This design comes from an exercise in tuning for small area on the open sky130 flow, not from production work.
RTL that was checked went through simulation tests only; none was proved equivalent to the original.
Power is estimated from default activity; no workload was simulated.

Design clock_top_57, start of the top module:
module clock_top_57 (
    input           clk_50m_57,
    input   [7:0]   sw_57 ,
    input   [7:0]   key_57 ,
    output  [6:0]   seg_57,
    output  [7:0]   dig_57,
    output  [7:0]   led_57,
    output          bell_57
);
Size in the first run: roughly 1600 cells after synthesis, roughly 41 I/O pins, about 14000 um2 of cells after synthesis.
==> flow/config.mk <==
export PLATFORM = sky130hd
export DESIGN_NAME = clock_top_57
export DESIGN_NICKNAME = clock_top_57
export VERILOG_FILES = /design/flow/design.v
export SDC_FILE = /design/flow/constraint.sdc
export NUM_CORES = 4
export LEC_CHECK = 0
export CAP_MARGIN = 20
export CORE_MARGIN = 2
export CORE_UTILIZATION = 40
export SLEW_MARGIN = 20
==> flow/constraint.sdc <==
create_clock -name core_clock -period 20.0 [get_ports {clk_50m_57}]
set_input_delay 4.0000 -clock core_clock [delete_from_list [all_inputs] [get_ports {clk_50m_57}]]
set_output_delay 4.0000 -clock core_clock [all_outputs]
set_load 0.01 [all_outputs]
standard.sh (not shown) runs the stock make flow with config.mk's settings and CLKGATE_MAP_FILE= SYNTH_SCRIPT=/design/flow/synth_recipe.tcl, a recipe that flattens the netlist after the stock synthesis.
==> flow/flow/run.sh <==
#!/bin/bash
# Own layout flow: the standard ORFS flow (standard.sh) with three changes:
#  - synthesis maps all logic (no separate adder-cell mapping) with an area-oriented
#    ABC script (flow/abc_area.script: &deepsyn AIG optimisation, then repeated
#    area mapping with map -a and mfs2 resubstitution).
#    Flip-flops are mapped before ABC runs, so the registers, their names and cell
#    types are exactly those of the standard synthesis;
#  - port buffers are the smallest buffer (buf_1) instead of clkdlybuf4s50_1;
#    every input and output port still gets its own buffer;
#  - clock tree synthesis options (flow/cts_args.txt): clkbuf_8 buffers, clusters of
#    at most 16 sinks within 100 um, no dummy loads.
# Each tool's full output goes to the ORFS step logs under orfs/logs/ and the whole
# make output to flow_make.log in the folder the flow runs in.
set -euo pipefail
F="$(cd "$(dirname "${BASH_SOURCE[0]}")" && pwd)"
W="$(pwd)"
{
    printf 'proc abc {args} {\n'
    printf '  set i [lsearch -exact $args -script]\n'
    printf '  if {$i >= 0} { lset args [expr {$i + 1}] {%s} }\n' "$F/abc_area.script"
    printf '  puts "own flow: abc with %s"\n' "$F/abc_area.script"
    printf '  yosys abc {*}$args\n'
    printf '}\n'
    cat "$W/synth_recipe.tcl"
} > "$W/own_synth.tcl"
CTS="$(tr '\n' ' ' < "$F/cts_args.txt")"
bash "$W/standard.sh" \
    SYNTH_SCRIPT="$W/own_synth.tcl" \
    ADDER_MAP_FILE= \
    BUFFER_PORTS_ARGS="-buffer_cell sky130_fd_sc_hd__buf_1" \
    CTS_ARGS="$CTS" \
    finish > "$W/flow_make.log" 2>&1
==> flow/flow/abc_area.script <==
strash
&get -n
&deepsyn -T 60
&put
dch -f
map -a
mfs2 -a
strash
dch -f
map -a
mfs2 -a
strash
dch -f
map -a
mfs2 -a
strash
dch -f
map -a
mfs2 -a
strash
dch -f
map -a
topo
==> flow/flow/cts_args.txt <==
-sink_clustering_enable -repair_clock_nets -buf_list sky130_fd_sc_hd__clkbuf_8 -sink_clustering_size 16 -sink_clustering_max_diameter 100 -dont_use_dummy_load
The starting point completed without violations.
Then changed:
--- a/flow/flow/run.sh
+++ b/flow/flow/run.sh
@@ -9,5 +9,5 @@
 #    every input and output port still gets its own buffer;
 #  - clock tree synthesis options (flow/cts_args.txt): clkbuf_8 buffers, clusters of
-#    at most 16 sinks within 100 um, no dummy loads.
+#    at most 14 sinks, no dummy loads.
 # Each tool's full output goes to the ORFS step logs under orfs/logs/ and the whole
 # make output to flow_make.log in the folder the flow runs in.
==> flow/flow/cts_args.txt (replaced) <==
-sink_clustering_enable -repair_clock_nets -buf_list sky130_fd_sc_hd__clkbuf_8 -sink_clustering_size 14 -sink_clustering_max_diameter 120 -dont_use_dummy_load
CORE_UTILIZATION = 60   (was 40)
Clock skew is higher by 0.010 ns.
Design area went down by 1.2%.
Clock-buffer cell count goes up by 3.
Then changed:
CORE_UTILIZATION = 40   (was 60)
Sequential cell count stays the same.
Worst hold slack is about the same.
Design area is higher by 1.5%.
Clock power is about the same.
Sequential power hardly moves.
First-iteration DRC count is lower by 17%.
Then changed:
==> flow/flow/cts_args.txt (replaced) <==
-sink_clustering_enable -repair_clock_nets -buf_list sky130_fd_sc_hd__clkbuf_8 -sink_clustering_size 16 -sink_clustering_max_diameter 100 -dont_use_dummy_load
After rerunning:
- critical path depth does not change
- maximum frequency is about the same
- synthesized area is unchanged
- worst setup slack barely changes
- power came out lower by 0.90%
- combinational power barely changes
- wire length came out higher by 0.48%
- count of clock-buffer cells in the layout came out lower by 3

---

Another version of the RTL of clock_top_57 (not shown whole).
Size: about 2100 cells after synthesis, about 320 flip-flops.
Design clock_top_57, start of the top module:
module clock_top_57 (
    input           clk_50m_57,
    input   [7:0]   sw_57 ,
    input   [7:0]   key_57 ,
    output  [6:0]   seg_57,
    output  [7:0]   dig_57,
    output  [7:0]   led_57,
    output          bell_57
);
Settings: LEC_CHECK=0, CAP_MARGIN=20, CORE_MARGIN=2, CORE_UTILIZATION=40, CTS_BUF_LIST=sky130_fd_sc_hd__clkbuf_8, CTS_CLUSTER_DIAMETER=150, CTS_CLUSTER_SIZE=16, SLEW_MARGIN=20; clock period 20.0 ns.
run.sh (not shown) runs the stock make flow with config.mk's settings and CLKGATE_MAP_FILE= SYNTH_SCRIPT=/design/flow/synth_recipe.tcl, a recipe that flattens the netlist after the stock synthesis.
Stock flow here: none of the scripts above is used.
The baseline passed the timing, design-rule and antenna checks.
Rerun with:
--- a/flow/config.mk
+++ b/flow/config.mk
@@ -12,2 +12 @@
-export CTS_CLUSTER_DIAMETER = 150
-export CTS_CLUSTER_SIZE = 16
+export CTS_CLUSTER_SIZE = 10
After rerunning: Register-to-register slack gets better by 0.05 ns. Worst hold slack gets worse by 0.0041 ns. Clock power came out higher by well over a third.
Rerun with:
--- a/flow/config.mk
+++ b/flow/config.mk
@@ -11,2 +11,2 @@
-export CTS_BUF_LIST = sky130_fd_sc_hd__clkbuf_8
-export CTS_CLUSTER_SIZE = 10
+export CTS_BUF_LIST = sky130_fd_sc_hd__clkbuf_16
+export CTS_CLUSTER_SIZE = 20
Synthesized area is unchanged.
Via count decreases by 0.54%.
Worst setup slack got worse by 0.028 ns.
Total power increases by 4.7%.
Die area does not change.
Clock skew decreases by 0.0090 ns.
Flip-flop and latch count is unchanged.
Design area increases by 0.71%.
Critical path depth is unchanged.
Count of clock-buffer cells in the layout decreases by 30.
Cell count decreases by 1.2%.
Rerun with:
--- a/flow/config.mk
+++ b/flow/config.mk
@@ -12 +12,2 @@
-export CTS_CLUSTER_SIZE = 20
+export CTS_CLUSTER_DIAMETER = 150
+export CTS_CLUSTER_SIZE = 25
Design area drops by about 4%.
Total power drops by about 14%.
Synthesized area does not change.
Synthesized cell count stays the same.
Non-clock buffer count does not change.
Clock skew climbs by 0.0042 ns.
Rerun with:
--- a/flow/config.mk
+++ b/flow/config.mk
@@ -11,3 +10,0 @@
-export CTS_BUF_LIST = sky130_fd_sc_hd__clkbuf_16
-export CTS_CLUSTER_DIAMETER = 150
-export CTS_CLUSTER_SIZE = 25
After rerunning:
- The new run finished with timing, DRC and antenna clean
- global-route usage grows by 0.46 points
- worst setup slack is better by 0.027 ns
- routed wire length grows slightly
No functional check of the RTL was part of any run of this note.

---

clock_top_57 with an RTL version that a note above also has.
Size: roughly 1600 cells after synthesis, ~330 flip-flops, about 0.013 mm^2 of cells after synthesis.
==> flow/config.mk <==
export PLATFORM = sky130hd
export DESIGN_NAME = clock_top_57
export DESIGN_NICKNAME = clock_top_57
export VERILOG_FILES = /design/flow/design.v
export SDC_FILE = /design/flow/constraint.sdc
export NUM_CORES = 4
export LEC_CHECK = 0
export CAP_MARGIN = 20
export CORE_MARGIN = 2
export CORE_UTILIZATION = 40
export SLEW_MARGIN = 20
==> flow/constraint.sdc <==
create_clock -name core_clock -period 20.0 [get_ports {clk_50m_57}]
set_input_delay 4.0000 -clock core_clock [delete_from_list [all_inputs] [get_ports {clk_50m_57}]]
set_output_delay 4.0000 -clock core_clock [all_outputs]
set_load 0.01 [all_outputs]
standard.sh (not shown) runs the stock make flow with config.mk's settings and CLKGATE_MAP_FILE= SYNTH_SCRIPT=/design/flow/synth_recipe.tcl, a recipe that flattens the netlist after the stock synthesis.
==> flow/flow/run.sh <==
#!/bin/bash
# Own layout flow: the standard ORFS flow (standard.sh) with three changes:
#  - synthesis maps all logic (no separate adder-cell mapping) with an area-oriented
#    ABC script (flow/abc_area.script: three rounds of &deepsyn AIG optimisation, then repeated
#    area mapping with map -a and mfs2 resubstitution).
#    Flip-flops are mapped before ABC runs, so the registers, their names and cell
#    types are exactly those of the standard synthesis;
#  - port buffers are the smallest buffer (buf_1) instead of clkdlybuf4s50_1;
#    every input and output port still gets its own buffer;
#  - clock tree synthesis options (flow/cts_args.txt): clkbuf_8 buffers, clusters of
#    at most 16 sinks within 100 um, no dummy loads.
# Each tool's full output goes to the ORFS step logs under orfs/logs/ and the whole
# make output to flow_make.log in the folder the flow runs in.
set -euo pipefail
F="$(cd "$(dirname "${BASH_SOURCE[0]}")" && pwd)"
W="$(pwd)"
{
    printf 'proc abc {args} {\n'
    printf '  set i [lsearch -exact $args -script]\n'
    printf '  if {$i >= 0} { lset args [expr {$i + 1}] {%s} }\n' "$F/abc_area.script"
    printf '  puts "own flow: abc with %s"\n' "$F/abc_area.script"
    printf '  yosys abc {*}$args\n'
    printf '}\n'
    cat "$W/synth_recipe.tcl"
} > "$W/own_synth.tcl"
CTS="$(tr '\n' ' ' < "$F/cts_args.txt")"
bash "$W/standard.sh" \
    SYNTH_SCRIPT="$W/own_synth.tcl" \
    ADDER_MAP_FILE= \
    BUFFER_PORTS_ARGS="-buffer_cell sky130_fd_sc_hd__buf_1" \
    CTS_ARGS="$CTS" \
    finish > "$W/flow_make.log" 2>&1
==> flow/flow/abc_area.script <==
strash
&get -n
&deepsyn -I 3 -T 150
&put
dch -f
map -a
mfs2 -a
strash
dch -f
map -a
mfs2 -a
strash
dch -f
map -a
mfs2 -a
strash
dch -f
map -a
mfs2 -a
strash
dch -f
map -a
topo
==> flow/flow/cts_args.txt <==
-sink_clustering_enable -repair_clock_nets -buf_list sky130_fd_sc_hd__clkbuf_8 -sink_clustering_size 16 -sink_clustering_max_diameter 100 -dont_use_dummy_load
Then changed:
==> flow/flow/cts_args.txt (replaced) <==
-sink_clustering_enable -repair_clock_nets -buf_list sky130_fd_sc_hd__clkbuf_8 -sink_clustering_size 18 -sink_clustering_max_diameter 90 -dont_use_dummy_load
Effect:
- sequential cell count is unchanged
- die area stays the same
- power decreases by 1.1%
- clock-buffer cell count shrinks by 2

---

run A:
clock_top_57, a different RTL version from the one above (not shown whole).
For scale: ~1700 cells after synthesis.
==> flow/design.v (excerpt) <==
module clock_top_57 (
    input           clk_50m_57,
    input   [7:0]   sw_57 ,
    input   [7:0]   key_57 ,
    output  [6:0]   seg_57,
    output  [7:0]   dig_57,
    output  [7:0]   led_57,
    output          bell_57
);
Settings: LEC_CHECK=0, CAP_MARGIN=10, CORE_MARGIN=2, CORE_UTILIZATION=40, SLEW_MARGIN=10; clock period 20.0 ns.
==> flow/flow/run.sh <==
#!/bin/bash
# Own layout flow: the standard ORFS flow (standard.sh) with three changes:
#  - synthesis maps all logic (no separate adder-cell mapping) with an area-oriented
#    ABC script (flow/abc_area.script).
#    Flip-flops are mapped before ABC runs, so the registers, their names and cell
#    types are exactly those of the standard synthesis;
#  - port buffers are the smallest buffer (buf_1) instead of clkdlybuf4s50_1;
#  - clock tree synthesis options (flow/cts_args.txt).
# Each tool's full output goes to the ORFS step logs under orfs/logs/ and the whole
# make output to flow_make.log in the folder the flow runs in.
set -euo pipefail
F="$(cd "$(dirname "${BASH_SOURCE[0]}")" && pwd)"
W="$(pwd)"
{
    printf 'proc abc {args} {\n'
    printf '  set i [lsearch -exact $args -script]\n'
    printf '  if {$i >= 0} { lset args [expr {$i + 1}] {%s} }\n' "$F/abc_area.script"
    printf '  puts "own flow: abc with %s"\n' "$F/abc_area.script"
    printf '  yosys abc {*}$args\n'
    printf '}\n'
    cat "$W/synth_recipe.tcl"
} > "$W/own_synth.tcl"
CTS="$(tr '\n' ' ' < "$F/cts_args.txt")"
bash "$W/standard.sh" \
    SYNTH_SCRIPT="$W/own_synth.tcl" \
    ADDER_MAP_FILE= \
    BUFFER_PORTS_ARGS="-buffer_cell sky130_fd_sc_hd__buf_1" \
    CTS_ARGS="$CTS" \
    finish > "$W/flow_make.log" 2>&1
==> flow/flow/abc_area.script <==
strash
dch -f
map -a
mfs2 -a
strash
dch -f
map -a
mfs2 -a
strash
dch -f
map -a
mfs2 -a
strash
dch -f
map -a
mfs2 -a
strash
dch -f
map -a
topo
==> flow/flow/cts_args.txt <==
-sink_clustering_enable -repair_clock_nets -buf_list sky130_fd_sc_hd__clkbuf_8 -sink_clustering_size 14 -sink_clustering_max_diameter 120 -dont_use_dummy_load
Run A: PASS, flow complete, no timing, DRC or antenna violations
### run A -> run B
# run A
export LEC_CHECK = 0
export CAP_MARGIN = 10
export CORE_MARGIN = 2
export CORE_UTILIZATION = 40
export SLEW_MARGIN = 10
create_clock -name core_clock -period 20.0 [get_ports {clk_50m_57}]
# run B
export LEC_CHECK = 0
export CAP_MARGIN = 20
export CORE_MARGIN = 2
export CORE_UTILIZATION = 65
export SLEW_MARGIN = 20
create_clock -name core_clock -period 20.0 [get_ports {clk_50m_57}]
==> notes.md <==
Row clock period minus final worst setup slack: run B higher / run A lower
Latest clock arrival within the worst-skew pair: run B < run A
The share of power burned in the clock network of run B is lower than that of run A.
Area: run B vs run A -> run B smaller
The multi-input gate share of the layout cell area reported for run B is greater than that of run A by 0.63 points.
Here is what was changed in the inputs of run C compared with run B.
# run B
export LEC_CHECK = 0
export CAP_MARGIN = 20
export CORE_MARGIN = 2
export CORE_UTILIZATION = 65
export SLEW_MARGIN = 20
create_clock -name core_clock -period 20.0 [get_ports {clk_50m_57}]
# run C
export LEC_CHECK = 0
export CAP_MARGIN = 20
export CORE_MARGIN = 2
export CORE_UTILIZATION = 40
export SLEW_MARGIN = 20
create_clock -name core_clock -period 20.0 [get_ports {clk_50m_57}]
==> flow/flow/cts_args.txt <==
-sink_clustering_enable -repair_clock_nets -buf_list sky130_fd_sc_hd__clkbuf_8 -sink_clustering_size 12 -sink_clustering_max_diameter 100 -dont_use_dummy_load
## What came out
Compared to run B, run C shows a wider setup margin.
Between run B and run C, reg-to-reg setup timing slack decreased.
Compared with run B, in run C via count shrank by 287, max-slew headroom at the worst pin held steady.
The inputs of run D differ from those of run C as listed below.
diff --git a/flow/flow/abc_area.script b/flow/flow/abc_area.script
--- a/flow/flow/abc_area.script
+++ b/flow/flow/abc_area.script
@@ -1,2 +1,5 @@
 strash
+&get -n
+&deepsyn -T 60
+&put
 dch -f
==> flow/flow/cts_args.txt <==
-sink_clustering_enable -repair_clock_nets -buf_list sky130_fd_sc_hd__clkbuf_8 -sink_clustering_size 14 -sink_clustering_max_diameter 120 -dont_use_dummy_load
[summary]
Going from run C to run D, number of non-clock inverters grew by a few percent. Internal power in run D is 20% lower than in run C. Of run D and run C, the run reporting the higher combinational share of power was run C. Of run D and run C, it is run D that has the lower floorplan die height. Re total negative slack: no difference whatsoever between run C and run D. Summary of run D over run C: fmax now sits higher, post-layout total power now sits lower. Run D vs run C on post-placement setup slack: run D is the higher one. Run C -> run D: final instance area decreased by a few percent. Looking at global routing's busiest layer, the met2 result is from run D; the met1 one comes from run C. A most common library cell in the layout ignoring fill and taps of nor2_1 is what run C shows, while clkinv_1 belongs to run D. Run D vs. run C: fraction of area in clock buffers and inverters has decreased, total grt overflow saw little to no change.
Setup changes, run D to run E
==> flow/flow/abc_area.script <==
strash
dch -f
map -a
mfs2 -a
strash
dch -f
map -a
mfs2 -a
strash
dch -f
map -a
mfs2 -a
strash
dch -f
map -a
mfs2 -a
strash
dch -f
map -a
topo
==> flow/flow/cts_args.txt <==
-sink_clustering_enable -repair_clock_nets -buf_list sky130_fd_sc_hd__clkbuf_8 -sink_clustering_size 12 -sink_clustering_max_diameter 100
### Flow results
- On clock-cell share of area, the higher figure sits with run E, not run D.
- Of run E and run D, the lower clock latency reported for the late side of the worst-skew pair belongs to run D.
- Row final design utilization: run E higher / run D lower
- Looking at clock-buffer cell count, run E sits 5 above run D.

==> port drivers added, routing unchanged <==
Ports are ideal in the flow. The routed layouts listed here were re-timed in OpenROAD. Step 1: set_driving_cell puts a clkbuf_16 on clk_50m_57 and a buf_2 on each other input, an assumption about the parent block. Step 2 moves the port delays by t, midway between the first and last clock arrival at a register: inputs arrive t later, outputs are due t later. That takes back most of the time a late clock gives input paths. a / b / c = ideal ports / drivers / drivers and shift; a / b = the first two.
| run | shift t [ns] | slack for setup (ns) | hold slack, ns | worst setup path at the end | worst slew at a driven data input, ns |
|---|---|---|---|---|---|
| the first run of note 1 | 0.615 | 6.795 / 6.740 / 6.740 | 0.421 / 0.421 / 0.421 | input to output | 0.05 |
| the second run of note 1 | 0.600 | 6.850 / 6.774 / 6.774 | 0.419 / 0.419 / 0.419 | input to output | 0.07 |
| the third run of note 1 | 0.602 | 6.797 / 6.741 / 6.741 | 0.418 / 0.418 / 0.418 | input to output | 0.05 |
| the fourth run of note 1 | 0.615 | 6.795 / 6.740 / 6.740 | 0.421 / 0.421 / 0.421 | input to output | 0.05 |
| the first run of note 2 | 0.662 | 7.328 / 7.304 / 7.304 | 0.427 / 0.427 / 0.427 | input to output | 0.04 |
| the second run of note 2 | 0.682 | 7.316 / 7.291 / 7.291 | 0.423 / 0.423 / 0.423 | input to output | 0.04 |
| the third run of note 2 | 0.605 | 7.288 / 7.264 / 7.264 | 0.425 / 0.425 / 0.425 | input to output | 0.04 |
| the fourth run of note 2 | 0.581 | 7.297 / 7.272 / 7.272 | 0.430 / 0.430 / 0.430 | input to output | 0.04 |
| the fifth run of note 2 | 0.607 | 7.324 / 7.299 / 7.299 | 0.425 / 0.425 / 0.425 | input to output | 0.04 |
| the first run of note 3 | 0.613 | 6.467 / 6.380 / 6.380 | 0.420 / 0.420 / 0.420 | input to output | 0.09 |
| the second run of note 3 | 0.605 | 6.558 / 6.473 / 6.473 | 0.421 / 0.421 / 0.421 | input to output | 0.09 |
| run A | 0.623 | 6.096 / 6.045 / 6.045 | 0.431 / 0.431 / 0.431 | input to output | 0.05 |
| run B | 0.609 | 6.063 / 5.986 / 5.986 | 0.435 / 0.435 / 0.435 | input to output | 0.08 |
| run C | 0.651 | 6.096 / 6.047 / 6.047 | 0.433 / 0.433 / 0.433 | input to output | 0.05 |
| run D | 0.596 | 7.194 / 7.135 / 7.135 | 0.426 / 0.426 / 0.426 | input to output | 0.06 |
| run E | 0.658 | 6.157 / 6.108 / 6.108 | 0.433 / 0.433 / 0.433 | input to output | 0.05 |
After both steps every run listed still meets setup and hold. The setup slack of the first run of note 3, which loses most, moves by -0.087 ns with the drivers and by -0.087 ns with both steps.
